This design comes from an exercise in tuning for small area on the open sky130 flow, not from production work.
No functional check of the RTL was part of any run shown here.
Power is estimated from default activity; no workload was simulated.

## flow/design.v (module list and top-level ports; edited modules follow where they fit)
// module dot_product_stage_1: 13 lines
// module vd_mul: 1204 lines
// module vd_fa: 6 lines
// module vd_gtn: 6 lines
// module vd_xnor: 5 lines
// module vd_or: 5 lines
// module vd_gt: 6 lines
// module dot_product_stage_2: 177 lines
// module dot_product_TOP: 22 lines
module dot_product_TOP (in_vector_1, in_vector_2, clk, out_scalar);
  // ...
==> flow/flow/run.sh <==
#!/bin/bash
# The standard layout, with the port buffers of a chosen cell.
set -euo pipefail
export BUFFER_PORTS_ARGS="-buffer_cell sky130_fd_sc_hd__buf_2"
bash standard.sh > standard.log 2>&1
==> flow/standard.sh <==
#!/bin/bash
# synth_recipe.tcl (not shown) runs the flow's synth.tcl, then flattens the netlist and writes it again
# the make line also repeats each setting of config.mk as NAME=value (left out here)
make -C /OpenROAD-flow-scripts/flow DESIGN_CONFIG=/design/flow/config.mk WORK_HOME=/design/flow/orfs CLKGATE_MAP_FILE= SYNTH_SCRIPT=/design/flow/synth_recipe.tcl "${@:-finish}"
==> flow/config.mk <==
export PLATFORM = sky130hd
export DESIGN_NAME = dot_product_TOP
export DESIGN_NICKNAME = dot_product_TOP
export VERILOG_FILES = /design/flow/design.v
export SDC_FILE = /design/flow/constraint.sdc
export NUM_CORES = 4
export LEC_CHECK = 0
export CAP_MARGIN = 0
export CORE_MARGIN = 2
export CORE_UTILIZATION = 70
export SLEW_MARGIN = 0
export SYNTH_HIERARCHICAL = 1
export SYNTH_MINIMUM_KEEP_SIZE = 0
==> flow/constraint.sdc <==
create_clock -name core_clock -period 10.0 [get_ports {clk}]
set_input_delay 2.0000 -clock core_clock [delete_from_list [all_inputs] [get_ports {clk}]]
set_output_delay 2.0000 -clock core_clock [all_outputs]
set_load 0.01 [all_outputs]
==> out/qor.txt, run 1 <==
Hold Path Origin -> stage1_x[18]
Post-synthesis sequential area ratio -> 6.168%
Comb_multi_in -> 2207
Post-synth EDFFs -> 0
WL final -> 64.28 mm
Synth Area per Inst -> 9.843 um^2
Max-cap violations -> 0
Met3 Resource Use GR -> 8.551%
FF+latch count, synth -> 76
Status -> complete, no violations
Clock Latency Late Sink -> 340 ps
CTS Buf Count -> 9
Vias -> 18.52k
Final core occ -> 74.85%
Post-DP Area -> 0.02563 mm^2
Area share of fa/ha/maj cells after synthesis -> 61.95%
Top cells by area, synth -> fa_1 (62%), nand2_1 (15%), dfxtp_1 (6.2%)
DR vias/cell -> 6.212
Met3 wire len -> 7.299 mm
Worst Hold Depth -> 1
Power consumption -> 7.758 mW
R2R cell count -> 30
VDD IR max -> 0.3400 mV
Routing usage on met1 -> 53.15%
Yosys warns -> 7
Post-Synth Simple-Gate Area -> 20.10%
Critical path endpoint category -> register
Flip-flop and latch count -> 76
Clock transition at path regs -> 50 ps
Sw Ratio -> 51.67%
==> module dot_product_stage_1, before the edit <==
module dot_product_stage_1 (stage1_in_1, stage1_in_2, stage1_out_x, stage1_out_y, stage1_out_z);
  input [56:0] stage1_in_1;
  input [56:0] stage1_in_2;
  output [18:0] stage1_out_x;
  output [18:0] stage1_out_y;
  output [18:0] stage1_out_z;
  vd_mul MX (.a(stage1_in_1[55:38]), .b(stage1_in_2[55:38]), .t(stage1_out_x[17:0]));
  vd_mul MY (.a(stage1_in_1[36:19]), .b(stage1_in_2[36:19]), .t(stage1_out_y[17:0]));
  vd_mul MZ (.a(stage1_in_1[17:0]),  .b(stage1_in_2[17:0]),  .t(stage1_out_z[17:0]));
  assign stage1_out_x[18] = stage1_in_1[56] ^ stage1_in_2[56];
  assign stage1_out_y[18] = stage1_in_1[37] ^ stage1_in_2[37];
  assign stage1_out_z[18] = stage1_in_1[18] ^ stage1_in_2[18];
endmodule
==> module dot_product_stage_2, before the edit <==
module dot_product_stage_2 (stage2_in_1, stage2_in_2, stage2_in_3, stage2_out);
  input [18:0] stage2_in_1;
  input [18:0] stage2_in_2;
  input [18:0] stage2_in_3;
  output [18:0] stage2_out;
  wire sx = stage2_in_1[18];
  wire ey = stage2_in_2[18] ^ sx;
  wire ez = stage2_in_3[18] ^ sx;
  wire [17:0] tx = stage2_in_1[17:0];
  wire [17:0] yy = stage2_in_2[17:0] ^ {18{ey}};
  wire [17:0] zz = stage2_in_3[17:0] ^ {18{ez}};
  wire [19:0] u;
  wire s1;
  wire c2;
  vd_fa u2 (.a(tx[0]), .b(yy[0]), .ci(zz[0]), .s(s1), .co(c2));
  wire s3;
  wire c4;
  vd_fa u4 (.a(tx[1]), .b(yy[1]), .ci(zz[1]), .s(s3), .co(c4));
  wire s5;
  wire c6;
  vd_fa u6 (.a(tx[2]), .b(yy[2]), .ci(zz[2]), .s(s5), .co(c6));
  wire s7;
  wire c8;
  vd_fa u8 (.a(tx[3]), .b(yy[3]), .ci(zz[3]), .s(s7), .co(c8));
  wire s9;
  wire c10;
  vd_fa u10 (.a(tx[4]), .b(yy[4]), .ci(zz[4]), .s(s9), .co(c10));
  wire s11;
  wire c12;
  vd_fa u12 (.a(tx[5]), .b(yy[5]), .ci(zz[5]), .s(s11), .co(c12));
  wire s13;
  wire c14;
  vd_fa u14 (.a(tx[6]), .b(yy[6]), .ci(zz[6]), .s(s13), .co(c14));
  wire s15;
  wire c16;
  vd_fa u16 (.a(tx[7]), .b(yy[7]), .ci(zz[7]), .s(s15), .co(c16));
  wire s17;
  wire c18;
  vd_fa u18 (.a(tx[8]), .b(yy[8]), .ci(zz[8]), .s(s17), .co(c18));
  wire s19;
  wire c20;
  vd_fa u20 (.a(tx[9]), .b(yy[9]), .ci(zz[9]), .s(s19), .co(c20));
  wire s21;
  wire c22;
  vd_fa u22 (.a(tx[10]), .b(yy[10]), .ci(zz[10]), .s(s21), .co(c22));
  wire s23;
  wire c24;
  vd_fa u24 (.a(tx[11]), .b(yy[11]), .ci(zz[11]), .s(s23), .co(c24));
  wire s25;
  wire c26;
  vd_fa u26 (.a(tx[12]), .b(yy[12]), .ci(zz[12]), .s(s25), .co(c26));
  wire s27;
  wire c28;
  vd_fa u28 (.a(tx[13]), .b(yy[13]), .ci(zz[13]), .s(s27), .co(c28));
  wire s29;
  wire c30;
  vd_fa u30 (.a(tx[14]), .b(yy[14]), .ci(zz[14]), .s(s29), .co(c30));
  wire s31;
  wire c32;
  vd_fa u32 (.a(tx[15]), .b(yy[15]), .ci(zz[15]), .s(s31), .co(c32));
  wire s33;
  wire c34;
  vd_fa u34 (.a(tx[16]), .b(yy[16]), .ci(zz[16]), .s(s33), .co(c34));
  wire s35;
  wire c36;
  vd_fa u36 (.a(tx[17]), .b(yy[17]), .ci(zz[17]), .s(s35), .co(c36));
  wire s37;
  wire c38;
  vd_fa u38 (.a(ey), .b(ez), .ci(s1), .s(s37), .co(c38));
  wire s39;
  wire c40;
  vd_fa u40 (.a(c2), .b(s3), .ci(c38), .s(s39), .co(c40));
  wire s41;
  wire c42;
  vd_fa u42 (.a(c4), .b(s5), .ci(c40), .s(s41), .co(c42));
  wire s43;
  wire c44;
  vd_fa u44 (.a(c6), .b(s7), .ci(c42), .s(s43), .co(c44));
  wire s45;
  wire c46;
  vd_fa u46 (.a(c8), .b(s9), .ci(c44), .s(s45), .co(c46));
  wire s47;
  wire c48;
  vd_fa u48 (.a(c10), .b(s11), .ci(c46), .s(s47), .co(c48));
  wire s49;
  wire c50;
  vd_fa u50 (.a(c12), .b(s13), .ci(c48), .s(s49), .co(c50));
  wire s51;
  wire c52;
  vd_fa u52 (.a(c14), .b(s15), .ci(c50), .s(s51), .co(c52));
  wire s53;
  wire c54;
  vd_fa u54 (.a(c16), .b(s17), .ci(c52), .s(s53), .co(c54));
  wire s55;
  wire c56;
  vd_fa u56 (.a(c18), .b(s19), .ci(c54), .s(s55), .co(c56));
  wire s57;
  wire c58;
  vd_fa u58 (.a(c20), .b(s21), .ci(c56), .s(s57), .co(c58));
  wire s59;
  wire c60;
  vd_fa u60 (.a(c22), .b(s23), .ci(c58), .s(s59), .co(c60));
  wire s61;
  wire c62;
  vd_fa u62 (.a(c24), .b(s25), .ci(c60), .s(s61), .co(c62));
  wire s63;
  wire c64;
  vd_fa u64 (.a(c26), .b(s27), .ci(c62), .s(s63), .co(c64));
  wire g65;
  wire t66;
  vd_gt u66 (.a(c28), .b(s29), .g(g65), .t(t66));
  wire s67;
  assign s67 = (t66 & ~g65) ^ c64;
  wire c68;
  assign c68 = g65 | (t66 & c64);
  wire g69;
  wire t70;
  vd_gt u70 (.a(c30), .b(s31), .g(g69), .t(t70));
  wire s71;
  assign s71 = (t70 & ~g69) ^ c68;
  wire c72;
  assign c72 = g69 | (t70 & c68);
  wire g73;
  wire t74;
  vd_gt u74 (.a(c32), .b(s33), .g(g73), .t(t74));
  wire s75;
  assign s75 = (t74 & ~g73) ^ c72;
  wire c76;
  assign c76 = g73 | (t74 & c72);
  wire g77;
  wire t78;
  vd_gt u78 (.a(c34), .b(s35), .g(g77), .t(t78));
  wire s79;
  assign s79 = (t78 & ~g77) ^ c76;
  wire c80;
  assign c80 = g77 | (t78 & c76);
  wire s81;
  wire c82;
  assign s81 = c36 ^ c80;
  assign c82 = c36 & c80;
  assign u[0] = s37;
  assign u[1] = s39;
  assign u[2] = s41;
  assign u[3] = s43;
  assign u[4] = s45;
  assign u[5] = s47;
  assign u[6] = s49;
  assign u[7] = s51;
  assign u[8] = s53;
  assign u[9] = s55;
  assign u[10] = s57;
  assign u[11] = s59;
  assign u[12] = s61;
  assign u[13] = s63;
  assign u[14] = s67;
  assign u[15] = s71;
  assign u[16] = s75;
  assign u[17] = s79;
  assign u[18] = s81;
  assign u[19] = c82;
  wire [17:0] lo = u[17:0];
  wire lo_zero = ~(|lo);
  wire [2:0] hi = {1'b0, u[19:18]} - {2'b00, ey} - {2'b00, ez};
  wire hi_pos  = ~hi[2] & (hi[1:0] != 2'b00);       
  wire hi_zero = (hi == 3'b000);
  wire hi_m1   = (hi == 3'b111);                    
  wire ovf  = hi_pos | (hi[2] & ~hi_m1) | (hi_m1 & lo_zero);
  wire [17:0] below;                                 
  assign below[0] = 1'b0;
  genvar k;
  generate for (k = 1; k < 18; k = k + 1) begin : g_or
    assign below[k] = below[k-1] | lo[k-1];
  end endgenerate
  wire [17:0] mag = (lo ^ ({18{hi_m1}} & below)) | {18{ovf}};
  wire sgn = (hi_zero & lo_zero) ? (sx ^ stage2_in_2[18] ^ stage2_in_3[18]) : (sx ^ hi[2]);
  assign stage2_out = {sgn, mag};
endmodule
==> module dot_product_TOP, before the edit <==
module dot_product_TOP (in_vector_1, in_vector_2, clk, out_scalar);
  input [56:0] in_vector_1;
  input [56:0] in_vector_2;
  input clk;
  output [18:0] out_scalar;
  wire [18:0] prod_x, prod_y, prod_z;
  wire [18:0] sum;
  reg [18:0] stage1_x, stage1_y, stage1_z;
  reg [18:0] stage2_out;
  dot_product_stage_1 STAGE1 (.stage1_in_1(in_vector_1), .stage1_in_2(in_vector_2),
                              .stage1_out_x(prod_x), .stage1_out_y(prod_y), .stage1_out_z(prod_z));
  always @(posedge clk) begin
    stage1_x <= prod_x;
    stage1_y <= prod_y;
    stage1_z <= prod_z;
  end
  dot_product_stage_2 STAGE2 (.stage2_in_1(stage1_x), .stage2_in_2(stage1_y),
                              .stage2_in_3(stage1_z), .stage2_out(sum));
  always @(posedge clk)
    stage2_out <= sum;
  assign out_scalar = stage2_out;
endmodule
==> run 2: changes to the inputs <==
--- a/flow/design.v
+++ b/flow/design.v
@@ -1,20 +1,31 @@
-module dot_product_stage_1 (stage1_in_1, stage1_in_2, stage1_out_x, stage1_out_y, stage1_out_z);
+module dot_product_stage_1 (stage1_in_1, stage1_in_2, stage1_out);
   input [56:0] stage1_in_1;
   input [56:0] stage1_in_2;
-  output [18:0] stage1_out_x;
-  output [18:0] stage1_out_y;
-  output [18:0] stage1_out_z;
-  vd_mul MX (.a(stage1_in_1[55:38]), .b(stage1_in_2[55:38]), .t(stage1_out_x[17:0]));
-  vd_mul MY (.a(stage1_in_1[36:19]), .b(stage1_in_2[36:19]), .t(stage1_out_y[17:0]));
-  vd_mul MZ (.a(stage1_in_1[17:0]),  .b(stage1_in_2[17:0]),  .t(stage1_out_z[17:0]));
-  assign stage1_out_x[18] = stage1_in_1[56] ^ stage1_in_2[56];
-  assign stage1_out_y[18] = stage1_in_1[37] ^ stage1_in_2[37];
-  assign stage1_out_z[18] = stage1_in_1[18] ^ stage1_in_2[18];
+  output [39:0] stage1_out;
+  wire [17:0] tx, ty, tz;
+  vd_mul MX (.a(stage1_in_1[55:38]), .b(stage1_in_2[55:38]), .t(tx));
+  vd_mul MY (.a(stage1_in_1[36:19]), .b(stage1_in_2[36:19]), .t(ty));
+  vd_mul MZ (.a(stage1_in_1[17:0]),  .b(stage1_in_2[17:0]),  .t(tz));
+  wire sx = stage1_in_1[56] ^ stage1_in_2[56];
+  wire sy = stage1_in_1[37] ^ stage1_in_2[37];
+  wire sz = stage1_in_1[18] ^ stage1_in_2[18];
+  wire ey = sy ^ sx;
+  wire ez = sz ^ sx;
+  wire [17:0] yy, zz;
+  wire [17:0] sum;
+  wire [18:1] carry;
+  genvar k;
+  generate for (k = 0; k < 18; k = k + 1) begin : g_csa
+    vd_xor uy (.a(ty[k]), .b(ey), .y(yy[k]));
+    vd_xor uz (.a(tz[k]), .b(ez), .y(zz[k]));
+    vd_fa u (.a(tx[k]), .b(yy[k]), .ci(zz[k]), .s(sum[k]), .co(carry[k+1]));
+  end endgenerate
+  assign stage1_out = {sx ^ sy ^ sz, sx, ez, ey, carry, sum};
 endmodule
 module vd_mul (a, b, t);
   input [17:0] a;
   input [17:0] b;
   output [17:0] t;
   wire [323:0] pn;
   assign pn[0] = ~(a[0] & b[0]);
   assign pn[1] = ~(a[0] & b[1]);
@@ -1113,112 +1124,120 @@
   wire c519;
   vd_fa u519 (.a(c472), .b(s473), .ci(c517), .s(s518), .co(c519));
   wire s520;
   wire c521;
   vd_fa u521 (.a(c474), .b(s475), .ci(c519), .s(s520), .co(c521));
   wire s522;
   wire c523;
   vd_fa u523 (.a(c476), .b(s477), .ci(c521), .s(s522), .co(c523));
-  wire s524;
-  wire c525;
-  vd_fa u525 (.a(c478), .b(s479), .ci(c523), .s(s524), .co(c525));
+  wire g524;
+  wire t525;
+  vd_gtn u525 (.an(c478), .bn(s479), .g(g524), .t(t525));
   wire s526;
+  assign s526 = (t525 & ~g524) ^ ~c523;
   wire c527;
-  vd_fa u527 (.a(c480), .b(s481), .ci(c525), .s(s526), .co(c527));
+  assign c527 = g524 | (t525 & ~c523);
   wire g528;
   wire t529;
-  vd_gtn u529 (.an(c482), .bn(s483), .g(g528), .t(t529));
+  vd_gtn u529 (.an(c480), .bn(s481), .g(g528), .t(t529));
   wire s530;
-  assign s530 = (t529 & ~g528) ^ ~c527;
+  assign s530 = (t529 & ~g528) ^ c527;
   wire c531;
-  assign c531 = g528 | (t529 & ~c527);
+  assign c531 = g528 | (t529 & c527);
   wire g532;
   wire t533;
-  vd_gtn u533 (.an(c484), .bn(s485), .g(g532), .t(t533));
+  vd_gtn u533 (.an(c482), .bn(s483), .g(g532), .t(t533));
   wire s534;
   assign s534 = (t533 & ~g532) ^ c531;
   wire c535;
   assign c535 = g532 | (t533 & c531);
   wire g536;
   wire t537;
-  vd_gtn u537 (.an(c486), .bn(s487), .g(g536), .t(t537));
+  vd_gtn u537 (.an(c484), .bn(s485), .g(g536), .t(t537));
   wire s538;
   assign s538 = (t537 & ~g536) ^ c535;
   wire c539;
   assign c539 = g536 | (t537 & c535);
   wire g540;
   wire t541;
-  vd_gtn u541 (.an(c488), .bn(s489), .g(g540), .t(t541));
+  vd_gtn u541 (.an(c486), .bn(s487), .g(g540), .t(t541));
   wire s542;
   assign s542 = (t541 & ~g540) ^ c539;
   wire c543;
   assign c543 = g540 | (t541 & c539);
   wire g544;
   wire t545;
-  vd_gtn u545 (.an(c490), .bn(s491), .g(g544), .t(t545));
+  vd_gtn u545 (.an(c488), .bn(s489), .g(g544), .t(t545));
   wire s546;
   assign s546 = (t545 & ~g544) ^ c543;
   wire c547;
   assign c547 = g544 | (t545 & c543);
   wire g548;
   wire t549;
-  vd_gtn u549 (.an(c492), .bn(s493), .g(g548), .t(t549));
+  vd_gtn u549 (.an(c490), .bn(s491), .g(g548), .t(t549));
   wire s550;
   assign s550 = (t549 & ~g548) ^ c547;
   wire c551;
   assign c551 = g548 | (t549 & c547);
   wire g552;
   wire t553;
-  vd_gtn u553 (.an(c494), .bn(s495), .g(g552), .t(t553));
+  vd_gtn u553 (.an(c492), .bn(s493), .g(g552), .t(t553));
   wire s554;
   assign s554 = (t553 & ~g552) ^ c551;
   wire c555;
   assign c555 = g552 | (t553 & c551);
   wire g556;
   wire t557;
-  vd_gtn u557 (.an(s497), .bn(c496), .g(g556), .t(t557));
+  vd_gtn u557 (.an(c494), .bn(s495), .g(g556), .t(t557));
   wire s558;
   assign s558 = (t557 & ~g556) ^ c555;
   wire c559;
   assign c559 = g556 | (t557 & c555);
   wire g560;
   wire t561;
-  vd_gtn u561 (.an(s499), .bn(c498), .g(g560), .t(t561));
+  vd_gtn u561 (.an(s497), .bn(c496), .g(g560), .t(t561));
   wire s562;
   assign s562 = (t561 & ~g560) ^ c559;
   wire c563;
   assign c563 = g560 | (t561 & c559);
   wire g564;
   wire t565;
-  vd_gtn u565 (.an(c500), .bn(s501), .g(g564), .t(t565));
+  vd_gtn u565 (.an(s499), .bn(c498), .g(g564), .t(t565));
   wire s566;
   assign s566 = (t565 & ~g564) ^ c563;
   wire c567;
   assign c567 = g564 | (t565 & c563);
+  wire g568;
+  wire t569;
+  vd_gtn u569 (.an(c500), .bn(s501), .g(g568), .t(t569));
+  wire s570;
+  assign s570 = (t569 & ~g568) ^ c567;
+  wire c571;
+  assign c571 = g568 | (t569 & c567);
   wire hi = (a[11] & (|b[17:17])) | (a[12] & (|b[17:16])) | (a[13] & (|b[17:15])) | (a[14] & (|b[17:14])) | (a[15] & (|b[17:13])) | (a[16] & (|b[17:12])) | (a[17] & (|b[17:11]));
-  wire sat = hi | ~c302 | ~c304 | ~c306 | ~c398 | ~c400 | ~c450 | ~c502 | c567;
+  wire sat = hi | ~c302 | ~c304 | ~c306 | ~c398 | ~c400 | ~c450 | ~c502 | c571;
   assign t[0] = ~s512 | sat;
   assign t[1] = ~s514 | sat;
   assign t[2] = ~s516 | sat;
   assign t[3] = ~s518 | sat;
   assign t[4] = ~s520 | sat;
   assign t[5] = ~s522 | sat;
-  assign t[6] = ~s524 | sat;
-  assign t[7] = ~s526 | sat;
-  assign t[8] = s530 | sat;
-  assign t[9] = s534 | sat;
-  assign t[10] = s538 | sat;
-  assign t[11] = s542 | sat;
-  assign t[12] = s546 | sat;
-  assign t[13] = s550 | sat;
-  assign t[14] = s554 | sat;
-  assign t[15] = s558 | sat;
-  assign t[16] = s562 | sat;
-  assign t[17] = s566 | sat;
+  assign t[6] = s526 | sat;
+  assign t[7] = s530 | sat;
+  assign t[8] = s534 | sat;
+  assign t[9] = s538 | sat;
+  assign t[10] = s542 | sat;
+  assign t[11] = s546 | sat;
+  assign t[12] = s550 | sat;
+  assign t[13] = s554 | sat;
+  assign t[14] = s558 | sat;
+  assign t[15] = s562 | sat;
+  assign t[16] = s566 | sat;
+  assign t[17] = s570 | sat;
 endmodule
 module vd_fa (a, b, ci, s, co);
   input a, b, ci;
   output s, co;
   assign s = a ^ b ^ ci;
   assign co = (a & b) | (ci & (a ^ b));
 endmodule
 module vd_gtn (an, bn, g, t);
@@ -1227,218 +1246,170 @@
   assign g = ~(an | bn);
   assign t = ~(an & bn);
 endmodule
 module vd_xnor (a, b, y);
   input a, b;
   output y;
   assign y = ~(a ^ b);
 endmodule
+module vd_xor (a, b, y);
+  input a, b;
+  output y;
+  assign y = a ^ b;
+endmodule
 module vd_or (a, b, y);
   input a, b;
   output y;
   assign y = a | b;
 endmodule
 module vd_gt (a, b, g, t);
   input a, b;
   output g, t;
   assign g = a & b;
   assign t = a | b;
 endmodule
-module dot_product_stage_2 (stage2_in_1, stage2_in_2, stage2_in_3, stage2_out);
-  input [18:0] stage2_in_1;
-  input [18:0] stage2_in_2;
-  input [18:0] stage2_in_3;
+module dot_product_stage_2 (stage2_in, stage2_out);
+  input [39:0] stage2_in;
   output [18:0] stage2_out;
-  wire sx = stage2_in_1[18];
-  wire ey = stage2_in_2[18] ^ sx;
-  wire ez = stage2_in_3[18] ^ sx;
-  wire [17:0] tx = stage2_in_1[17:0];
-  wire [17:0] yy = stage2_in_2[17:0] ^ {18{ey}};
-  wire [17:0] zz = stage2_in_3[17:0] ^ {18{ez}};
+  wire [17:0] s  = stage2_in[17:0];
+  wire [18:1] cy = stage2_in[35:18];
+  wire ey = stage2_in[36];
+  wire ez = stage2_in[37];
+  wire sx = stage2_in[38];
+  wire zero_sign = stage2_in[39];
   wire [19:0] u;
   wire s1;
   wire c2;
-  vd_fa u2 (.a(tx[0]), .b(yy[0]), .ci(zz[0]), .s(s1), .co(c2));
+  vd_fa u2 (.a(s[0]), .b(ey), .ci(ez), .s(s1), .co(c2));
   wire s3;
   wire c4;
-  vd_fa u4 (.a(tx[1]), .b(yy[1]), .ci(zz[1]), .s(s3), .co(c4));
+  vd_fa u4 (.a(cy[1]), .b(s[1]), .ci(c2), .s(s3), .co(c4));
   wire s5;
   wire c6;
-  vd_fa u6 (.a(tx[2]), .b(yy[2]), .ci(zz[2]), .s(s5), .co(c6));
+  vd_fa u6 (.a(cy[2]), .b(s[2]), .ci(c4), .s(s5), .co(c6));
   wire s7;
   wire c8;
-  vd_fa u8 (.a(tx[3]), .b(yy[3]), .ci(zz[3]), .s(s7), .co(c8));
+  vd_fa u8 (.a(cy[3]), .b(s[3]), .ci(c6), .s(s7), .co(c8));
   wire s9;
   wire c10;
-  vd_fa u10 (.a(tx[4]), .b(yy[4]), .ci(zz[4]), .s(s9), .co(c10));
+  vd_fa u10 (.a(cy[4]), .b(s[4]), .ci(c8), .s(s9), .co(c10));
   wire s11;
   wire c12;
-  vd_fa u12 (.a(tx[5]), .b(yy[5]), .ci(zz[5]), .s(s11), .co(c12));
+  vd_fa u12 (.a(cy[5]), .b(s[5]), .ci(c10), .s(s11), .co(c12));
   wire s13;
   wire c14;
-  vd_fa u14 (.a(tx[6]), .b(yy[6]), .ci(zz[6]), .s(s13), .co(c14));
+  vd_fa u14 (.a(cy[6]), .b(s[6]), .ci(c12), .s(s13), .co(c14));
   wire s15;
   wire c16;
-  vd_fa u16 (.a(tx[7]), .b(yy[7]), .ci(zz[7]), .s(s15), .co(c16));
+  vd_fa u16 (.a(cy[7]), .b(s[7]), .ci(c14), .s(s15), .co(c16));
   wire s17;
   wire c18;
-  vd_fa u18 (.a(tx[8]), .b(yy[8]), .ci(zz[8]), .s(s17), .co(c18));
+  vd_fa u18 (.a(cy[8]), .b(s[8]), .ci(c16), .s(s17), .co(c18));
   wire s19;
   wire c20;
-  vd_fa u20 (.a(tx[9]), .b(yy[9]), .ci(zz[9]), .s(s19), .co(c20));
+  vd_fa u20 (.a(cy[9]), .b(s[9]), .ci(c18), .s(s19), .co(c20));
   wire s21;
   wire c22;
-  vd_fa u22 (.a(tx[10]), .b(yy[10]), .ci(zz[10]), .s(s21), .co(c22));
+  vd_fa u22 (.a(cy[10]), .b(s[10]), .ci(c20), .s(s21), .co(c22));
   wire s23;
   wire c24;
-  vd_fa u24 (.a(tx[11]), .b(yy[11]), .ci(zz[11]), .s(s23), .co(c24));
-  wire s25;
-  wire c26;
-  vd_fa u26 (.a(tx[12]), .b(yy[12]), .ci(zz[12]), .s(s25), .co(c26));
+  vd_fa u24 (.a(cy[11]), .b(s[11]), .ci(c22), .s(s23), .co(c24));
+  wire g25;
+  wire t26;
+  vd_gt u26 (.a(cy[12]), .b(s[12]), .g(g25), .t(t26));
   wire s27;
+  assign s27 = (t26 & ~g25) ^ c24;
   wire c28;
-  vd_fa u28 (.a(tx[13]), .b(yy[13]), .ci(zz[13]), .s(s27), .co(c28));
-  wire s29;
-  wire c30;
-  vd_fa u30 (.a(tx[14]), .b(yy[14]), .ci(zz[14]), .s(s29), .co(c30));
+  assign c28 = g25 | (t26 & c24);
+  wire g29;
+  wire t30;
+  vd_gt u30 (.a(cy[13]), .b(s[13]), .g(g29), .t(t30));
   wire s31;
+  assign s31 = (t30 & ~g29) ^ c28;
   wire c32;
-  vd_fa u32 (.a(tx[15]), .b(yy[15]), .ci(zz[15]), .s(s31), .co(c32));
-  wire s33;
-  wire c34;
-  vd_fa u34 (.a(tx[16]), .b(yy[16]), .ci(zz[16]), .s(s33), .co(c34));
+  assign c32 = g29 | (t30 & c28);
+  wire g33;
+  wire t34;
+  vd_gt u34 (.a(cy[14]), .b(s[14]), .g(g33), .t(t34));
   wire s35;
+  assign s35 = (t34 & ~g33) ^ c32;
   wire c36;
-  vd_fa u36 (.a(tx[17]), .b(yy[17]), .ci(zz[17]), .s(s35), .co(c36));
-  wire s37;
-  wire c38;
-  vd_fa u38 (.a(ey), .b(ez), .ci(s1), .s(s37), .co(c38));
+  assign c36 = g33 | (t34 & c32);
+  wire g37;
+  wire t38;
+  vd_gt u38 (.a(cy[15]), .b(s[15]), .g(g37), .t(t38));
   wire s39;
+  assign s39 = (t38 & ~g37) ^ c36;
   wire c40;
-  vd_fa u40 (.a(c2), .b(s3), .ci(c38), .s(s39), .co(c40));
-  wire s41;
-  wire c42;
-  vd_fa u42 (.a(c4), .b(s5), .ci(c40), .s(s41), .co(c42));
+  assign c40 = g37 | (t38 & c36);
+  wire g41;
+  wire t42;
+  vd_gt u42 (.a(cy[16]), .b(s[16]), .g(g41), .t(t42));
   wire s43;
+  assign s43 = (t42 & ~g41) ^ c40;
   wire c44;
-  vd_fa u44 (.a(c6), .b(s7), .ci(c42), .s(s43), .co(c44));
-  wire s45;
-  wire c46;
-  vd_fa u46 (.a(c8), .b(s9), .ci(c44), .s(s45), .co(c46));
+  assign c44 = g41 | (t42 & c40);
+  wire g45;
+  wire t46;
+  vd_gt u46 (.a(cy[17]), .b(s[17]), .g(g45), .t(t46));
   wire s47;
+  assign s47 = (t46 & ~g45) ^ c44;
   wire c48;
-  vd_fa u48 (.a(c10), .b(s11), .ci(c46), .s(s47), .co(c48));
+  assign c48 = g45 | (t46 & c44);
   wire s49;
   wire c50;
-  vd_fa u50 (.a(c12), .b(s13), .ci(c48), .s(s49), .co(c50));
-  wire s51;
-  wire c52;
-  vd_fa u52 (.a(c14), .b(s15), .ci(c50), .s(s51), .co(c52));
-  wire s53;
-  wire c54;
-  vd_fa u54 (.a(c16), .b(s17), .ci(c52), .s(s53), .co(c54));
-  wire s55;
-  wire c56;
-  vd_fa u56 (.a(c18), .b(s19), .ci(c54), .s(s55), .co(c56));
-  wire s57;
-  wire c58;
-  vd_fa u58 (.a(c20), .b(s21), .ci(c56), .s(s57), .co(c58));
-  wire s59;
-  wire c60;
-  vd_fa u60 (.a(c22), .b(s23), .ci(c58), .s(s59), .co(c60));
-  wire s61;
-  wire c62;
-  vd_fa u62 (.a(c24), .b(s25), .ci(c60), .s(s61), .co(c62));
-  wire s63;
-  wire c64;
-  vd_fa u64 (.a(c26), .b(s27), .ci(c62), .s(s63), .co(c64));
-  wire g65;
-  wire t66;
-  vd_gt u66 (.a(c28), .b(s29), .g(g65), .t(t66));
-  wire s67;
-  assign s67 = (t66 & ~g65) ^ c64;
-  wire c68;
-  assign c68 = g65 | (t66 & c64);
-  wire g69;
-  wire t70;
-  vd_gt u70 (.a(c30), .b(s31), .g(g69), .t(t70));
-  wire s71;
-  assign s71 = (t70 & ~g69) ^ c68;
-  wire c72;
-  assign c72 = g69 | (t70 & c68);
-  wire g73;
-  wire t74;
-  vd_gt u74 (.a(c32), .b(s33), .g(g73), .t(t74));
-  wire s75;
-  assign s75 = (t74 & ~g73) ^ c72;
-  wire c76;
-  assign c76 = g73 | (t74 & c72);
-  wire g77;
-  wire t78;
-  vd_gt u78 (.a(c34), .b(s35), .g(g77), .t(t78));
-  wire s79;
-  assign s79 = (t78 & ~g77) ^ c76;
-  wire c80;
-  assign c80 = g77 | (t78 & c76);
-  wire s81;
-  wire c82;
-  assign s81 = c36 ^ c80;
-  assign c82 = c36 & c80;
-  assign u[0] = s37;
-  assign u[1] = s39;
-  assign u[2] = s41;
-  assign u[3] = s43;
-  assign u[4] = s45;
-  assign u[5] = s47;
-  assign u[6] = s49;
-  assign u[7] = s51;
-  assign u[8] = s53;
-  assign u[9] = s55;
-  assign u[10] = s57;
-  assign u[11] = s59;
-  assign u[12] = s61;
-  assign u[13] = s63;
-  assign u[14] = s67;
-  assign u[15] = s71;
-  assign u[16] = s75;
-  assign u[17] = s79;
-  assign u[18] = s81;
-  assign u[19] = c82;
+  assign s49 = cy[18] ^ c48;
+  assign c50 = cy[18] & c48;
+  assign u[0] = s1;
+  assign u[1] = s3;
+  assign u[2] = s5;
+  assign u[3] = s7;
+  assign u[4] = s9;
+  assign u[5] = s11;
+  assign u[6] = s13;
+  assign u[7] = s15;
+  assign u[8] = s17;
+  assign u[9] = s19;
+  assign u[10] = s21;
+  assign u[11] = s23;
+  assign u[12] = s27;
+  assign u[13] = s31;
+  assign u[14] = s35;
+  assign u[15] = s39;
+  assign u[16] = s43;
+  assign u[17] = s47;
+  assign u[18] = s49;
+  assign u[19] = c50;
   wire [17:0] lo = u[17:0];
   wire lo_zero = ~(|lo);
   wire [2:0] hi = {1'b0, u[19:18]} - {2'b00, ey} - {2'b00, ez};
   wire hi_pos  = ~hi[2] & (hi[1:0] != 2'b00);       
   wire hi_zero = (hi == 3'b000);
   wire hi_m1   = (hi == 3'b111);                    
   wire ovf  = hi_pos | (hi[2] & ~hi_m1) | (hi_m1 & lo_zero);
   wire [17:0] below;                                 
   assign below[0] = 1'b0;
   genvar k;
   generate for (k = 1; k < 18; k = k + 1) begin : g_or
     assign below[k] = below[k-1] | lo[k-1];
   end endgenerate
   wire [17:0] mag = (lo ^ ({18{hi_m1}} & below)) | {18{ovf}};
-  wire sgn = (hi_zero & lo_zero) ? (sx ^ stage2_in_2[18] ^ stage2_in_3[18]) : (sx ^ hi[2]);
+  wire sgn = (hi_zero & lo_zero) ? zero_sign : (sx ^ hi[2]);
   assign stage2_out = {sgn, mag};
 endmodule
 module dot_product_TOP (in_vector_1, in_vector_2, clk, out_scalar);
   input [56:0] in_vector_1;
   input [56:0] in_vector_2;
   input clk;
   output [18:0] out_scalar;
-  wire [18:0] prod_x, prod_y, prod_z;
+  wire [39:0] part;
   wire [18:0] sum;
-  reg [18:0] stage1_x, stage1_y, stage1_z;
+  reg [39:0] stage1_part;
   reg [18:0] stage2_out;
-  dot_product_stage_1 STAGE1 (.stage1_in_1(in_vector_1), .stage1_in_2(in_vector_2),
-                              .stage1_out_x(prod_x), .stage1_out_y(prod_y), .stage1_out_z(prod_z));
-  always @(posedge clk) begin
-    stage1_x <= prod_x;
-    stage1_y <= prod_y;
-    stage1_z <= prod_z;
-  end
-  dot_product_stage_2 STAGE2 (.stage2_in_1(stage1_x), .stage2_in_2(stage1_y),
-                              .stage2_in_3(stage1_z), .stage2_out(sum));
+  dot_product_stage_1 STAGE1 (.stage1_in_1(in_vector_1), .stage1_in_2(in_vector_2), .stage1_out(part));
+  always @(posedge clk)
+    stage1_part <= part;
+  dot_product_stage_2 STAGE2 (.stage2_in(stage1_part), .stage2_out(sum));
   always @(posedge clk)
     stage2_out <= sum;
   assign out_scalar = stage2_out;
 endmodule
==> out/qor.txt, run 2 <==
Status -> complete, no violations (unchanged)
Met3 wire len -> 7.456 mm (was 7.299 mm)
Top cells by area, synth -> fa_1 (61%), nand2_1 (15%), dfxtp_1 (4.8%) (was fa_1 (62%), nand2_1 (15%), dfxtp_1 (6.2%))
Setup CP Type -> in -> reg (was reg -> reg)
Power consumption -> 8.576 mW (was 7.758 mW)
Critical path endpoint category -> register (unchanged)
Post-synthesis sequential area ratio -> 4.807% (was 6.168%)
Cell Count Post-Placement -> 2994 (was 2962)
Biggest regs -> stage1_part x40, stage2_out x19
Die ar. -> 0.03662 mm^2 (was 0.03675 mm^2)
Core area -> 0.03454 mm^2 (was 0.03463 mm^2)
Top cell type's share of synthesized area -> 61.18% (was 61.60%)
Post-synth EDFFs -> 0 (unchanged)
CTS Buf Count -> 9 (unchanged)
Starting density of the core -> 71.14% (was 71.23%)
Biggest register -> stage1_part
Synth cell count leaders -> nand2_1 (990), fa_1 (751), clkbuf_1 (173) (was nand2_1 (995), fa_1 (759), clkbuf_1 (189))
Avg WL per Cell -> 21.49 um (was 21.56 um)
Achievable Freq -> 0.1059 GHz (was 0.1048 GHz)
CP required -> 10200 ps (was 10230 ps)
Worst slack at placement -> 256.7 ps (was 288.6 ps)
First-pass detailed-route iteration total -> 6 (unchanged)
Vias in the first global route -> 20.70k (was 20.48k)
Uppermost layer routed -> met5 (unchanged)
DR vias/cell -> 6.291 (was 6.212)
N_diodes -> 0 (unchanged)
# port buffers -> 133 (unchanged)
Fin. Hold Viols -> 0 (unchanged)
WL met2 -> 31.04 mm (was 30.85 mm)
DP Wirelength -> 52.69 mm (was 51.99 mm)
FF+latch count, synth -> 59 (was 76)
GPL Wtd Cong -> 0.9579 (was 0.9299)
Drt drc -> 0 (unchanged)
Clock Latency Late Sink -> 330 ps (was 340 ps)
Worst min path class -> reg -> reg (unchanged)
Grt ovf -> 0 (unchanged)
Die extent in y -> 191.4 um (was 191.7 um)
Post-Route M1 WL -> 24.03 mm (was 23.95 mm)
CTS resizes -> 0 (unchanged)
P&R area growth vs syn -> 5.031% (was 5.078%)
DRT antenna net count -> 0 (unchanged)
CTS tree -> yes (unchanged)
Final non-filler cell total -> 3010 (was 2981)
Synth Cell Area -> 0.02457 mm^2 (was 0.02467 mm^2)
CTS root buf -> clkbuf_16 (unchanged)
Sink Count -> 59 (was 76)
# hold bufs at CTS -> 0 (unchanged)
Critical path startpoint category -> primary input (was register)
Layout cells sized above 1 -> 9.432% (was 9.739%)
Top cell type by total area after synthesis -> fa_1 (unchanged)
Post-Syn Instances -> 2549 (was 2506)
All-Layer GR Usage -> 38.14% (was 38.07%)
FFs w/ async S/R, synth -> 0% (unchanged)
Die Width -> 191.4 um (was 191.7 um)
Vias -> 18.94k (was 18.52k)
Slew HR -> 51.69% (was 62.29%)
Fin Clk Skew -> 5.509 ps (was 4.252 ps)
Initial DRC Count -> 1647 (was 1582)
Netlist cell types -> 65 (was 63)
Worst Tran Pin Value -> 724.6 ps (was 561.5 ps)
Initial antenna violation count -> 1 (was 3)
Most common cell after layout, fill and taps aside -> nand2_1 (unchanged)
Pin count of the biggest net entering global routing -> 20 (was 19)
RSZ-0062 raised after global routing -> no (unchanged)
Max FO, Critical Path -> 17 (was 9)
WL final -> 64.68 mm (was 64.28 mm)
Max-cap violations -> 0 (unchanged)
Max reg flops -> 40
Slew Limit Fails -> 0 (unchanged)
Primary FF master, synth -> dfxtp_1 (unchanged)
Setup repair bufs after CTS -> 0 (unchanged)
Most frequent cell after synthesis -> nand2_1 (unchanged)
Worst Setup Slack, final -> 553.8 ps (was 459.1 ps)
Clock buffer depth -> 2 (unchanged)
Final Setup Violations -> 0 (unchanged)
Depth of the CTS H-tree -> 3 (unchanged)
Leak Pwr -> 8.960 nW (was 8.949 nW)
Row cnt -> 68 (unchanged)
Period utilisation layout -> 94.46% (was 95.41%)
VDD IR max -> 0.4187 mV (was 0.3400 mV)
PD cells -> 332.3 mW/mm^2 (was 299.3 mW/mm^2)
Synth Area per Inst -> 9.640 um^2 (was 9.843 um^2)
Final nets -> 3418 (was 3398)
Clock transition at path regs -> 50 ps (about the same)
Yosys warns -> 7 (unchanged)
Post-Route Setup TNS -> 0 ps (unchanged)
Critical Path AT -> 9650 ps (was 9770 ps)
Ports -> 134 (unchanged)
Most frequent cells in the layout -> nand2_1 (990), fa_1 (751), buf_2 (133) (was nand2_1 (995), fa_1 (759), buf_2 (133))
Period minus WS final -> 9446 ps (was 9541 ps)
First-pass GRT wire length -> 106.9 mm (unchanged)
-- run 2: cell type report --
class / instances / area (um^2)
clock inverters: 6 / 111.4
multi-input cells: 2265 / 22510
clock buffers: 10 / 239.0
well taps: 455 / 569.3
fillers: 2499 / 8733
repair buffers: 193 / 1116
flip-flops and latches: 59 / 1181
inverters: 22 / 82.58
-- run 2: worst max-delay path, cell delays in order --
cell      delay [ps]
buf_2            280
nand2_1          130
xnor2_1          160
fa_1             380
fa_1             530
fa_1             450
o22ai_1          190
nor2_1            50
o221ai_1          70
nand3_1          100
maj3_1           370
maj3_1           380
fa_1             390
fa_1             390
fa_1             410
fa_1             400
fa_1             390
fa_1             410
nor2b_1          210
o31ai_1          140
a21o_1           220
a211oi_1         430
o22ai_4          280
nand2_1          170
xor2_1           240
fa_1             470
-- run 2: cell families after synthesis --
kind of cell    share of synthesized area [%]
mux                                   0.08656
buf+inv                                 3.651
xor+xnor                                4.689
fa+ha+maj                               61.53
compound gates                          4.389
simple gates                            20.85
flops                                   4.807
-- run 2: per-module statistics from Yosys, one instance, submodules excluded, a selection --
module	area [um^2]	flip-flops and latches	times used
vd_fa	20.02	0	750
vd_mul	1999	0	3
dot_product_stage_1	97.59	0	1
dot_product_stage_2	829.5	0	1
dot_product_TOP	1181	59	1
vd_gtn	7.507	0	36
-- run 2: metal layers --
| metal | track usage (%) | up-vias |
|---|---|---|
| li1 | - | 7808 |
| met1 | 52.95 | 9691 |
| met2 | 61.16 | 1215 |
| met3 | 8.757 | 219 |
| met4 | 10.44 | 4 |
| met5 | 2.335 | - |
-- run 2: through the flow --
stage / hold slack (ps) / util [%] / instance area, um^2
3_3_place_gp: 428.0 / 73.70 / 25460
6_report: 480.4 / 74.72 / 25810
2_1_floorplan: 501.2 / - / 24570
5_1_grt: 496.5 / 74.72 / 25810
4_1_cts: 483.6 / 74.72 / 25810
3_5_place_dp: 452.0 / 73.70 / 25460
-- run 2: final timing paths --
path / startpoint / endpoint / slack [ps] / depth (start not counted)
worst max-delay path: in_vector_1[19] / stage1_part[0] / 550 / 26
worst min register to register: stage1_part[39] / stage2_out[18] / 480 / 1
worst max register to register: stage1_part[36] / stage2_out[14] / 990 / 25
worst min-delay path: stage1_part[39] / stage2_out[18] / 480 / 1
-- run 2: report_power, final --
| part | leakage (nW) | internal, mW | switching (mW) | total (mW) |
|---|---|---|---|---|
| Sequential | 0.493 | 0.321 | 0.0362 | 0.357 |
| Clock | 0.169 | 0.250 | 0.111 | 0.361 |
| Combinational | 8.30 | 3.43 | 4.43 | 7.86 |
==> run 3: changes to the inputs <==
==> flow/flow/run.sh (replaced) <==
#!/bin/bash
# The standard layout, with buf_2 port buffers and a clock tree of small
# buffers without dummy loads.
set -euo pipefail
export BUFFER_PORTS_ARGS="-buffer_cell sky130_fd_sc_hd__buf_2"
export CTS_ARGS="-sink_clustering_enable -repair_clock_nets -dont_use_dummy_load -buf_list sky130_fd_sc_hd__clkbuf_4"
bash standard.sh > standard.log 2>&1
==> out/qor.txt, run 3 <==
Status -> complete, no violations (unchanged)
Top cell type by total area after synthesis -> fa_1 (unchanged)
CTS root buf -> clkbuf_4 (was clkbuf_16)
Post-synth EDFFs -> 0 (unchanged)
Initial DRC Count -> 1591 (was 1647)
Most frequent cells in the layout -> nand2_1 (990), fa_1 (751), buf_2 (133) (unchanged)
PD cells -> 324.9 mW/mm^2 (was 332.3 mW/mm^2)
Final Setup Violations -> 0 (unchanged)
Fin Clk Skew -> 40.42 ps (was 5.509 ps)
Starting density of the core -> 71.14% (unchanged)
Post-Syn Instances -> 2549 (unchanged)
First-pass GRT wire length -> 106.2 mm (was 106.9 mm)
Post-DP Area -> 0.02546 mm^2 (unchanged)
Ports -> 134 (unchanged)
Fin. Hold Viols -> 0 (unchanged)
Synth Area per Inst -> 9.640 um^2 (unchanged)
Top cell type's share of synthesized area -> 61.18% (unchanged)
Period minus WS final -> 9330 ps (was 9446 ps)
Slew Limit Fails -> 0 (unchanged)
Area share of fa/ha/maj cells after synthesis -> 61.53% (unchanged)
CTS resizes -> 0 (unchanged)
Period utilisation layout -> 93.30% (was 94.46%)
Slew HR -> 53.07% (was 51.69%)
Depth of the CTS H-tree -> 3 (unchanged)
Synth cell count leaders -> nand2_1 (990), fa_1 (751), clkbuf_1 (173) (unchanged)
Biggest register -> stage1_part (unchanged)
Yosys warns -> 7 (unchanged)
Post-Route Setup TNS -> 0 ps (unchanged)
Sink Count -> 59 (unchanged)
CTS tree -> yes (unchanged)
Max FO, Critical Path -> 18 (was 17)
Clock transition at path regs -> 110 ps (was 50 ps)
Final Cell Area -> 0.02553 mm^2 (was 0.02581 mm^2)
Die ar. -> 0.03662 mm^2 (unchanged)
Die extent in y -> 191.4 um (unchanged)
Leak Pwr -> 8.832 nW (was 8.960 nW)
Row cnt -> 68 (unchanged)
Top cells by area, synth -> fa_1 (61%), nand2_1 (15%), dfxtp_1 (4.8%) (unchanged)
CP required -> 10270 ps (was 10200 ps)
Avg WL per Cell -> 21.38 um (was 21.49 um)
Netlist cell types -> 65 (unchanged)
P&R area growth vs syn -> 3.890% (was 5.031%)
Most frequent cell after synthesis -> nand2_1 (unchanged)
Worst min path class -> reg -> reg (unchanged)
Max-cap violations -> 0 (unchanged)
WL final -> 64.22 mm (was 64.68 mm)
WL met2 -> 30.73 mm (was 31.04 mm)
Core area -> 0.03454 mm^2 (unchanged)
RSZ-0062 raised after global routing -> no (unchanged)
Final nets -> 3418 (unchanged)
Largest family of logic cells by synthesized area -> adder cells (unchanged)
GPL Wtd Cong -> 0.9579 (unchanged)
Mux contribution to synthesized area -> 0.08656% (unchanged)
Worst Tran Pin Value -> 704.0 ps (was 724.6 ps)
DRT antenna net count -> 0 (unchanged)
# port buffers -> 133 (unchanged)
Layout cells sized above 1 -> 9.184% (was 9.432%)
Achievable Freq -> 0.1072 GHz (was 0.1059 GHz)
Vias -> 18.82k (was 18.94k)
Synth Cell Area -> 0.02457 mm^2 (unchanged)
Die Width -> 191.4 um (unchanged)
Post-synthesis sequential area ratio -> 4.807% (unchanged)
Setup CP Type -> in -> reg (unchanged)
Post-Route M1 WL -> 23.82 mm (was 24.03 mm)
Synth Area in Compound Gates -> 4.389% (unchanged)
Post-Synth XOR/XNOR Area -> 4.689% (unchanged)
Critical Path AT -> 9600 ps (was 9650 ps)
Critical path endpoint category -> register (unchanged)
DP Wirelength -> 52.69 mm (unchanged)
CTS Buf Count -> 9 (unchanged)
Critical path startpoint category -> primary input (unchanged)
Max reg flops -> 40 (unchanged)
Clock buffer depth -> 2 (unchanged)
Met3 wire len -> 7.711 mm (was 7.456 mm)
Most common cell after layout, fill and taps aside -> nand2_1 (unchanged)
DR vias/cell -> 6.266 (was 6.291)
Post-Synth Simple-Gate Area -> 20.85% (unchanged)
Pin count of the biggest net entering global routing -> 20 (unchanged)
FF+latch count, synth -> 59 (unchanged)
Biggest regs -> stage1_part x40, stage2_out x19 (unchanged)
Grt ovf -> 0 (unchanged)
Primary FF master, synth -> dfxtp_1 (unchanged)
First-pass detailed-route iteration total -> 6 (unchanged)
Uppermost layer routed -> met5 (unchanged)
Initial antenna violation count -> 1 (unchanged)
All-Layer GR Usage -> 37.82% (was 38.14%)
Drt drc -> 0 (unchanged)
Vias in the first global route -> 20.59k (was 20.70k)
FFs w/ async S/R, synth -> 0% (unchanged)
Setup repair bufs after CTS -> 0 (unchanged)
Clock Latency Late Sink -> 410 ps (was 330 ps)
# hold bufs at CTS -> 0 (unchanged)
Power consumption -> 8.294 mW (was 8.576 mW)
VDD IR max -> 0.4120 mV (was 0.4187 mV)
[run 3: cell counts after synthesis]
Identical to the previous run, type by type.
[run 3: through the flow]
step	instances	hold WS, ps	util (%)	worst slack [ps]
after floorplan	2549	501.2	-	585.4
after global placement	2994	428.0	73.70	435.5
after detailed placement	2994	452.0	73.70	256.7
after CTS	3003	460.5	73.90	676.3
after global routing	3003	463.5	73.90	218.9
final	3004	447.6	73.91	669.8
[run 3: path summary, 6_finish.rpt]
path / from / end / slack [ps] / cells past startpoint
setup / recovery: in_vector_1[1] / stage1_part[15] / 670 / 25
hold reg to reg: stage1_part[39] / stage2_out[18] / 450 / 1
setup reg to reg: stage1_part[36] / stage2_out[14] / 1030 / 25
hold / removal: stage1_part[39] / stage2_out[18] / 450 / 1
[run 3: routing by layer]
metal | up-vias | global-route usage (%)
met5 | - | 0
met4 | 2 | 10.41
met3 | 205 | 9.124
met2 | 1173 | 60.25
met1 | 9641 | 52.79
li1 | 7803 | -
[run 3: cell families (layout without fill, tap and decap cells)]
kind of cell / Yosys count / after routing
AO/OA/AOI/OAI: 152 / 152
adder cells (fa/ha/maj): 759 / 759
buffers and inverters: 225 / 224
other: 0 / 1
multiplexers: 2 / 2
flip-flops: 59 / 59
AND/OR/NAND/NOR: 1223 / 1223
XOR/XNOR: 129 / 129
[run 3: worst max-delay path, cell delays in order]
cell and delay, ps:
buf_2 310, nand2_1 130, or2_1 260, fa_1 520, fa_1 450, a222oi_1 360
inv_1 80, o221ai_1 160, nand3_1 100, maj3_1 360, maj3_1 410, fa_1 400
fa_1 390, fa_1 420, fa_1 400, fa_1 390, fa_1 420, nor2b_1 200
o31ai_1 130, a21o_1 220, a211oi_1 400, o22ai_4 250, o21ai_0 180, xor2_1 210
fa_1 440
[run 3: area by class of cell]
type | instances | area (um^2)
Sequential cell | 59 | 1181
Timing Repair Buffer | 193 | 1116
Tap cell | 455 | 569.3
Inverter | 22 | 82.58
Fill cell | 2547 | 9014
Clock buffer | 9 | 67.56
Multi-Input combinational cell | 2265 | 22510
Antenna cell | 1 | 2.502
[run 3: Yosys stat by module (local to each module, per instance)]
module               copies in the design  flip-flops and latches  cell area (um^2)
vd_mul                                  3                       0              1999
dot_product_TOP                         1                      59              1181
dot_product_stage_2                     1                       0             829.5
dot_product_stage_1                     1                       0             97.59
vd_fa                                 750                       0             20.02
vd_gt                                   6                       0             13.76
vd_xnor                                51                       0             8.758
vd_xor                                 36                       0             8.758
vd_gtn                                 36                       0             7.507
vd_or                                  54                       0             6.256
[run 3: power by group]
part	leakage, nW	internal (mW)	switching [mW]	total, mW
registers	0.493	0.320	0.0352	0.355
logic	8.30	3.43	4.40	7.82
clock network	0.0414	0.0416	0.0745	0.116
==> run 4: changes to the inputs <==
==> flow/flow/run.sh (replaced) <==
#!/bin/bash
# The standard layout, with buf_2 port buffers, synthesis buffers removed at
# floorplan and placement that is not timing driven.
set -euo pipefail
export BUFFER_PORTS_ARGS="-buffer_cell sky130_fd_sc_hd__buf_2"
export REMOVE_ABC_BUFFERS=1
bash standard.sh > standard.log 2>&1
--- a/flow/config.mk
+++ b/flow/config.mk
@@ -8,6 +8,7 @@
 export CAP_MARGIN = 0
 export CORE_MARGIN = 2
 export CORE_UTILIZATION = 70
+export GPL_TIMING_DRIVEN = 0
 export SLEW_MARGIN = 0
 export SYNTH_HIERARCHICAL = 1
 export SYNTH_MINIMUM_KEEP_SIZE = 0
==> out/qor.txt, run 4 <==
Yosys warns -> 7 (unchanged)
Power consumption -> 8.061 mW (was 8.294 mW)
CP most frequent cell -> fa_1 (unchanged)
Clock transition at path regs -> 50 ps (was 110 ps)
Max reg flops -> 40 (unchanged)
Period utilisation layout -> 96.09% (was 93.30%)
First-pass GRT wire length -> 104.4 mm (was 106.2 mm)
Slew HR -> 53.72% (was 53.07%)
Worst min path class -> reg -> reg (unchanged)
Final Cell Area -> 0.02535 mm^2 (was 0.02553 mm^2)
Worst Hold Depth -> 1 (unchanged)
Ports -> 134 (unchanged)
Critical path startpoint category -> primary input (unchanged)
Die Width -> 191.4 um (unchanged)
All-Layer GR Usage -> 36.99% (was 37.82%)
DR vias/cell -> 6.325 (was 6.266)
Biggest register -> stage1_part (unchanged)
Netlist cell types -> 65 (unchanged)
WL final -> 62.45 mm (was 64.22 mm)
Hold slack -> 441.8 ps (was 447.6 ps)
Clock buffer depth -> 2 (unchanged)
Worst Tran Pin Value -> 689.3 ps (was 704.0 ps)
Die extent in y -> 191.4 um (unchanged)
Synth cell count leaders -> nand2_1 (990), fa_1 (751), clkbuf_1 (173) (unchanged)
RSZ-0062 raised after global routing -> no (unchanged)
VDD IR max -> 0.3769 mV (was 0.4120 mV)
Synth Cell Area -> 0.02457 mm^2 (unchanged)
Worst path max stage delay -> 520 ps (about the same)
Top cell type by total area after synthesis -> fa_1 (unchanged)
Leak Pwr -> 8.664 nW (was 8.832 nW)
Crit Reg-Reg Endpoint -> stage2_out[14] (unchanged)
Reg2reg start -> stage1_part[0] (was stage1_part[36])
Drt drc -> 0 (unchanged)
Sink Count -> 59 (unchanged)
Initial DRC Count -> 1625 (was 1591)
Worst R2R Setup Slack -> 1060 ps (was 1030 ps)
Comb pwr share -> 91.8% (was 94.3%)
Most frequent cell after synthesis -> nand2_1 (unchanged)
R2R cell count -> 25 (unchanged)
Top cell type's share of synthesized area -> 61.18% (unchanged)
Core area -> 0.03454 mm^2 (unchanged)
Most common cell after layout, fill and taps aside -> nand2_1 (unchanged)
Clock Latency Late Sink -> 330 ps (was 410 ps)
CTS Buf Count -> 9 (unchanged)
P_sw -> 4.199 mW (was 4.506 mW)
Sw Ratio -> 52.09% (was 54.32%)
Cell Count Post-Placement -> 2936 (was 2994)
Synth Area per Inst -> 9.640 um^2 (unchanged)
Pint -> 3.862 mW (was 3.789 mW)
Post-Route Setup TNS -> 0 ps (unchanged)
First-pass detailed-route iteration total -> 6 (unchanged)
Most frequent cells in the layout -> nand2_1 (990), fa_1 (751), buf_2 (133) (unchanged)
Achievable Freq -> 0.1041 GHz (was 0.1072 GHz)
CP required -> 10210 ps (was 10270 ps)
Worst slack at placement -> 9.248 ps (was 256.7 ps)
# hold bufs at CTS -> 0 (unchanged)
P&R area growth vs syn -> 3.167% (was 3.890%)
Initial antenna violation count -> 0 (was 1)
Final Setup Violations -> 0 (unchanged)
Grt ovf -> 0 (unchanged)
Post-synthesis sequential area ratio -> 4.807% (unchanged)
Post-Syn Instances -> 2549 (unchanged)
CTS root buf -> clkbuf_16 (was clkbuf_4)
# port buffers -> 133 (unchanged)
Worst Setup Slack, final -> 390.8 ps (was 669.8 ps)
Setup CP Type -> in -> reg (unchanged)
PD cells -> 318.0 mW/mm^2 (was 324.9 mW/mm^2)
DRT antenna net count -> 0 (unchanged)
FF+latch count, synth -> 59 (unchanged)
Critical Path AT -> 9820 ps (was 9600 ps)
Period minus WS final -> 9609 ps (was 9330 ps)
GPL Wtd Cong -> 0.8913 (was 0.9579)
Hold EP -> stage2_out[18] (unchanged)
Final nets -> 3360 (was 3418)
Fin Clk Skew -> 6.522 ps (was 40.42 ps)
Max-cap violations -> 0 (unchanged)
Final non-filler cell total -> 2952 (was 3004)
Avg WL per Cell -> 21.15 um (was 21.38 um)
FFs w/ async S/R, synth -> 0% (unchanged)
Depth of the CTS H-tree -> 3 (unchanged)
Critical path's slowest cell -> fa_1 (unchanged)
Post-DP Area -> 0.02504 mm^2 (was 0.02546 mm^2)
Vias in the first global route -> 20.53k (was 20.59k)
N_diodes -> 0 (was 1)
Post-synth EDFFs -> 0 (unchanged)
Slew Limit Fails -> 0 (unchanged)
Hold Path Origin -> stage1_part[39] (unchanged)
Top cells by area, synth -> fa_1 (61%), nand2_1 (15%), dfxtp_1 (4.8%) (unchanged)
Biggest regs -> stage1_part x40, stage2_out x19 (unchanged)
CTS resizes -> 0 (unchanged)
Critical path endpoint category -> register (unchanged)
Launch point of the worst path -> in_vector_2[3] (was in_vector_1[1])
Clock share of power -> 3.8% (was 1.4%)
Starting density of the core -> 71.14% (unchanged)
Setup repair bufs after CTS -> 0 (unchanged)
Seq pwr share -> 4.4% (was 4.3%)
Status -> complete, no violations (unchanged)
Layout cells sized above 1 -> 7.409% (was 9.184%)
Max FO, Critical Path -> 18 (unchanged)
DP Wirelength -> 47.84 mm (was 52.69 mm)
Final core occ -> 73.39% (was 73.91%)
Fin. Hold Viols -> 0 (unchanged)
Vias -> 18.67k (was 18.82k)
CTS tree -> yes (unchanged)
Die ar. -> 0.03662 mm^2 (unchanged)
Row cnt -> 68 (unchanged)
Pin count of the biggest net entering global routing -> 20 (unchanged)
Primary FF master, synth -> dfxtp_1 (unchanged)
run 4: cell counts after synthesis:
Identical to the previous run, type by type.
run 4: worst max-delay path by stage:
stage | end | slack (ps) | cells past startpoint
6_report | stage1_part[3] | 390 | 25
5_1_grt | stage1_part[3] | 20 | 25
4_1_cts | stage1_part[0] | 330 | 25
3_5_place_dp | stage1_part[0] | 9 | 25
3_3_place_gp | stage1_part[3] | 30 | 25
2_1_floorplan | stage1_part[14] | 1190 | 24
run 4: cell type report:
| class | instances | area, um^2 |
|---|---|---|
| clock buffers | 10 | 239.0 |
| well taps | 455 | 569.3 |
| flip-flops and latches | 59 | 1181 |
| multi-input cells | 2265 | 22520 |
| repair buffers | 135 | 695.7 |
| clock inverters | 6 | 63.81 |
| inverters | 22 | 82.58 |
| fillers | 2562 | 9191 |
run 4: modules after synthesis, one instance, submodules excluded:
| module | cells inside | flip-flops and latches |
|---|---|---|
| dot_product_stage_2 | 117 | 0 |
| vd_mul | 463 | 0 |
| vd_gt | 2 | 0 |
| vd_xor | 1 | 0 |
| vd_or | 1 | 0 |
| dot_product_TOP | 59 | 59 |
| vd_fa | 1 | 0 |
| vd_gtn | 2 | 0 |
| vd_xnor | 1 | 0 |
| dot_product_stage_1 | 9 | 0 |
run 4: cells by family after synthesis:
logic type | synth area share [%]
muxes | 0.08656
DFF | 4.807
adders and majority gates | 61.53
and+or+nand+nor | 20.85
xor gates and xnor gates | 4.689
buffers and inverters | 3.651
AOI/OAI and AO/OA | 4.389
run 4: power groups by stage:
stage | registers [mW] | logic (mW) | clock network, mW
4_1_cts | 0.358 | 7.39 | 0.311
6_report | 0.357 | 7.40 | 0.306
2_1_floorplan | 0.365 | 5.84 | 0
3_5_place_dp | 0.362 | 7.35 | 0
3_3_place_gp | 0.359 | 7.12 | 0
5_1_grt | 0.365 | 8.46 | 0.323
run 4: worst max-delay path, delay by kind of cell:
family	cells	cell delay [ps]
fa+ha+maj	11	4690
compound gates	6	1330
simple gates	5	890
buf+inv	2	450
xor+xnor	1	410
run 4: per-layer routing:
metal  global-route usage [%]  part of all wire, %  routed length [um]  vias up
li1                         -                    -                   -     7695
met3                    7.086                   11                6677      182
met2                    60.97                   50               31040     1155
met4                    12.43                  3.3                2044        0
met1                    50.01                   36               22680     9639
met5                        0                    0                   0        -
==> run 5: changes to the inputs <==
==> flow/flow/run.sh (replaced) <==
#!/bin/bash
# The standard layout with: buf_2 port buffers, synthesis buffers removed at
# floorplan (placement is not timing driven), and a clock tree of clkbuf_4
# without dummy loads.
set -euo pipefail
export BUFFER_PORTS_ARGS="-buffer_cell sky130_fd_sc_hd__buf_2"
export REMOVE_ABC_BUFFERS=1
export CTS_ARGS="-sink_clustering_enable -repair_clock_nets -dont_use_dummy_load -buf_list sky130_fd_sc_hd__clkbuf_4"
bash standard.sh > standard.log 2>&1
==> out/qor.txt, run 5 <==
Post-Synth XOR/XNOR Area -> 4.689% (unchanged)
Cell Count Post-Placement -> 2936 (unchanged)
Fill count -> 2596 (was 2562)
Synth Area in Compound Gates -> 4.389% (unchanged)
Most frequent cell after synthesis -> nand2_1 (unchanged)
Synth Area per Inst -> 9.640 um^2 (unchanged)
Final Cell Area -> 0.02511 mm^2 (was 0.02535 mm^2)
Vias -> 18.62k (was 18.67k)
All-Layer GR Usage -> 36.62% (was 36.99%)
GPL Wtd Cong -> 0.8913 (unchanged)
Mux contribution to synthesized area -> 0.08656% (unchanged)
P&R area growth vs syn -> 2.189% (was 3.167%)
Achievable Freq -> 0.1048 GHz (was 0.1041 GHz)
N_diodes -> 0 (unchanged)
Reg2reg start -> stage1_part[0] (unchanged)
Hold slack -> 438.5 ps (was 441.8 ps)
Clock buffer depth -> 2 (unchanged)
Largest family of logic cells by synthesized area -> adder cells (unchanged)
Post-Synth Simple-Gate Area -> 20.85% (unchanged)
Grt ovf -> 0 (unchanged)
# port buffers -> 133 (unchanged)
Power consumption -> 7.837 mW (was 8.061 mW)
CTS tree -> yes (unchanged)
Period minus WS final -> 9543 ps (was 9609 ps)
Status -> complete, no violations (unchanged)
Die ar. -> 0.03662 mm^2 (unchanged)
VDD IR max -> 0.3581 mV (was 0.3769 mV)
Setup CP Type -> in -> reg (unchanged)
Post-DP Area -> 0.02504 mm^2 (unchanged)
Ports -> 134 (unchanged)
# hold bufs at CTS -> 0 (unchanged)
Slew Limit Fails -> 0 (unchanged)
Final non-filler cell total -> 2945 (was 2952)
Critical Path AT -> 9820 ps (about the same)
Top cell type by total area after synthesis -> fa_1 (unchanged)
Most common cell after layout, fill and taps aside -> nand2_1 (unchanged)
DP Wirelength -> 47.84 mm (unchanged)
Yosys warns -> 7 (unchanged)
Die extent in y -> 191.4 um (unchanged)
First-pass detailed-route iteration total -> 5 (was 6)
PD cells -> 312.1 mW/mm^2 (was 318.0 mW/mm^2)
Fin Clk Skew -> 46.14 ps (was 6.522 ps)
CTS Buf Count -> 9 (unchanged)
Biggest regs -> stage1_part x40, stage2_out x19 (unchanged)
Post-Syn Instances -> 2549 (unchanged)
Setup repair bufs after CTS -> 0 (unchanged)
Worst Tran Pin Value -> 708.7 ps (was 689.3 ps)
Avg WL per Cell -> 21.04 um (was 21.15 um)
Max reg flops -> 40 (unchanged)
Top cells by area, synth -> fa_1 (61%), nand2_1 (15%), dfxtp_1 (4.8%) (unchanged)
Slew HR -> 52.41% (was 53.72%)
Initial antenna violation count -> 0 (unchanged)
Max FO, Critical Path -> 18 (unchanged)
Biggest register -> stage1_part (unchanged)
Initial DRC Count -> 1628 (was 1625)
Worst min path class -> reg -> reg (unchanged)
Drt drc -> 0 (unchanged)
FFs w/ async S/R, synth -> 0% (unchanged)
CTS root buf -> clkbuf_4 (was clkbuf_16)
CP required -> 10270 ps (was 10210 ps)
Post-Route Setup TNS -> 0 ps (unchanged)
Final Setup Violations -> 0 (unchanged)
Critical path startpoint category -> primary input (unchanged)
Core area -> 0.03454 mm^2 (unchanged)
DR vias/cell -> 6.323 (was 6.325)
Die Width -> 191.4 um (unchanged)
Hold Path Origin -> stage1_part[39] (unchanged)
Depth of the CTS H-tree -> 3 (unchanged)
First-pass GRT wire length -> 103.7 mm (was 104.4 mm)
Post-synth EDFFs -> 0 (unchanged)
Vias in the first global route -> 20.39k (was 20.53k)
Leak Pwr -> 8.560 nW (was 8.664 nW)
Pin count of the biggest net entering global routing -> 20 (unchanged)
Critical path endpoint category -> register (unchanged)
Clock transition at path regs -> 110 ps (was 50 ps)
Netlist cell types -> 65 (unchanged)
RSZ-0062 raised after global routing -> no (unchanged)
Launch point of the worst path -> in_vector_2[25] (was in_vector_2[3])
Period utilisation layout -> 95.43% (was 96.09%)
CTS resizes -> 0 (unchanged)
FF+latch count, synth -> 59 (unchanged)
Most frequent cells in the layout -> nand2_1 (990), fa_1 (751), buf_2 (133) (unchanged)
Layout cells sized above 1 -> 7.108% (was 7.409%)
Top cell type's share of synthesized area -> 61.18% (unchanged)
DRT antenna net count -> 0 (unchanged)
Sink Count -> 59 (unchanged)
Row cnt -> 68 (unchanged)
Fin. Hold Viols -> 0 (unchanged)
Starting density of the core -> 71.14% (unchanged)
Synth Cell Area -> 0.02457 mm^2 (unchanged)
Primary FF master, synth -> dfxtp_1 (unchanged)
Area share of fa/ha/maj cells after synthesis -> 61.53% (unchanged)
Max-cap violations -> 0 (unchanged)
Clock Latency Late Sink -> 400 ps (was 330 ps)
Final nets -> 3360 (unchanged)
WL final -> 61.96 mm (was 62.45 mm)
Synth cell count leaders -> nand2_1 (990), fa_1 (751), clkbuf_1 (173) (unchanged)
Post-synthesis sequential area ratio -> 4.807% (unchanged)
-- run 5: cell counts after synthesis --
Identical to the previous run, type by type.
-- run 5: layout make-up --
cell class | instances | area [um^2] | area share, %
clock buffers | 9 | 67.56 | 0.2691
repair buffers | 135 | 695.7 | 2.770
well taps | 455 | 569.3 | 2.267
multi-input cells | 2265 | 22520 | 89.66
flip-flops and latches | 59 | 1181 | 4.704
inverters | 22 | 82.58 | 0.3288
-- run 5: worst max-delay path, cell delays in order --
cell,delay [ps]
buf_2,360
nand2_1,150
xnor2_1,180
fa_1,400
fa_1,520
fa_1,460
o22ai_1,190
nor2_1,60
o221ai_1,70
nand3_1,140
maj3_1,390
maj3_1,380
fa_1,390
fa_1,390
fa_1,380
fa_1,380
fa_1,380
fa_1,410
nor2b_1,220
o31ai_1,140
a21o_1,240
a211oi_1,380
o22ai_4,240
nand2_1,150
xor2_1,320
fa_1,470
-- run 5: final timing paths --
path	end	slack, ps	cells past startpoint
hold reg to reg	stage2_out[18]	440	1
setup / recovery	stage1_part[0]	460	26
setup reg to reg	stage2_out[14]	1090	25
hold / removal	stage2_out[18]	440	1
-- run 5: where the power goes --
part	switching, mW	internal (mW)	total [mW]
Clock	0.0693	0.0416	0.111
Sequential	0.0349	0.320	0.355
Combinational	4.04	3.34	7.37
Total	4.14	3.70	7.84
-- run 5: cells by family (layout without fill, tap and decap cells) --
family	Yosys count	count (layout)
and+or+nand+nor	1223	1223
muxes	2	2
xor gates and xnor gates	129	129
adders and majority gates	759	759
DFF	59	59
AOI/OAI and AO/OA	152	152
buffers and inverters	225	166
-- run 5: per-stage QoR --
| stage | utilization [%] | setup WS, ps |
|---|---|---|
| floorplan | - | 1190 |
| global placement | 72.36 | 33.42 |
| detailed placement | 72.49 | 9.248 |
| CTS | 72.68 | 425.8 |
| global route | 72.70 | 43.69 |
| finish | 72.70 | 457.4 |
-- run 5: metal layers --
metal,part of all wire (%),up-vias,GRT usage [%]
met5,0,-,0
li1,-,7693,-
met2,49,1157,60.47
met3,11,175,6.756
met1,37,9595,49.95
met4,3.1,0,11.51
-- run 5: per-module statistics from Yosys, one instance, submodules excluded --
module / area [um^2] / flip-flops and latches
vd_xnor: 8.758 / 0
vd_xor: 8.758 / 0
vd_mul: 1999 / 0
dot_product_stage_1: 97.59 / 0
vd_or: 6.256 / 0
dot_product_stage_2: 829.5 / 0
dot_product_TOP: 1181 / 59
vd_gtn: 7.507 / 0
vd_gt: 13.76 / 0
vd_fa: 20.02 / 0

afterwards: timing with drivers on the ports:
The flow's constraints put no driver on any port. The routed layouts listed below were extracted and timed again, unchanged, in two steps.
Step 1, drivers: a clkbuf_16 drives clk and a buf_2 each remaining input, both assumed.
Step 2 times the ports against the registers' clock, not the clock port: input delays grow and output delays shrink by t, the midpoint of the rising clock arrivals with the driver on.
Three values: no drivers, after step 1, after step 2; two values: the first two.
| run | shift t [ns] | setup slack, ns |
|---|---|---|
| run 1 | 0.376 | 0.459 / 0.459 / 0.236 |
| run 2 | 0.362 | 0.554 / 0.565 / 0.202 |
| run 3 | 0.421 | 0.670 / 0.680 / 0.259 |
| run 4 | 0.361 | 0.391 / 0.405 / 0.043 |
| run 5 | 0.403 | 0.457 / 0.459 / 0.056 |
After both steps setup and hold are still met in every run listed.
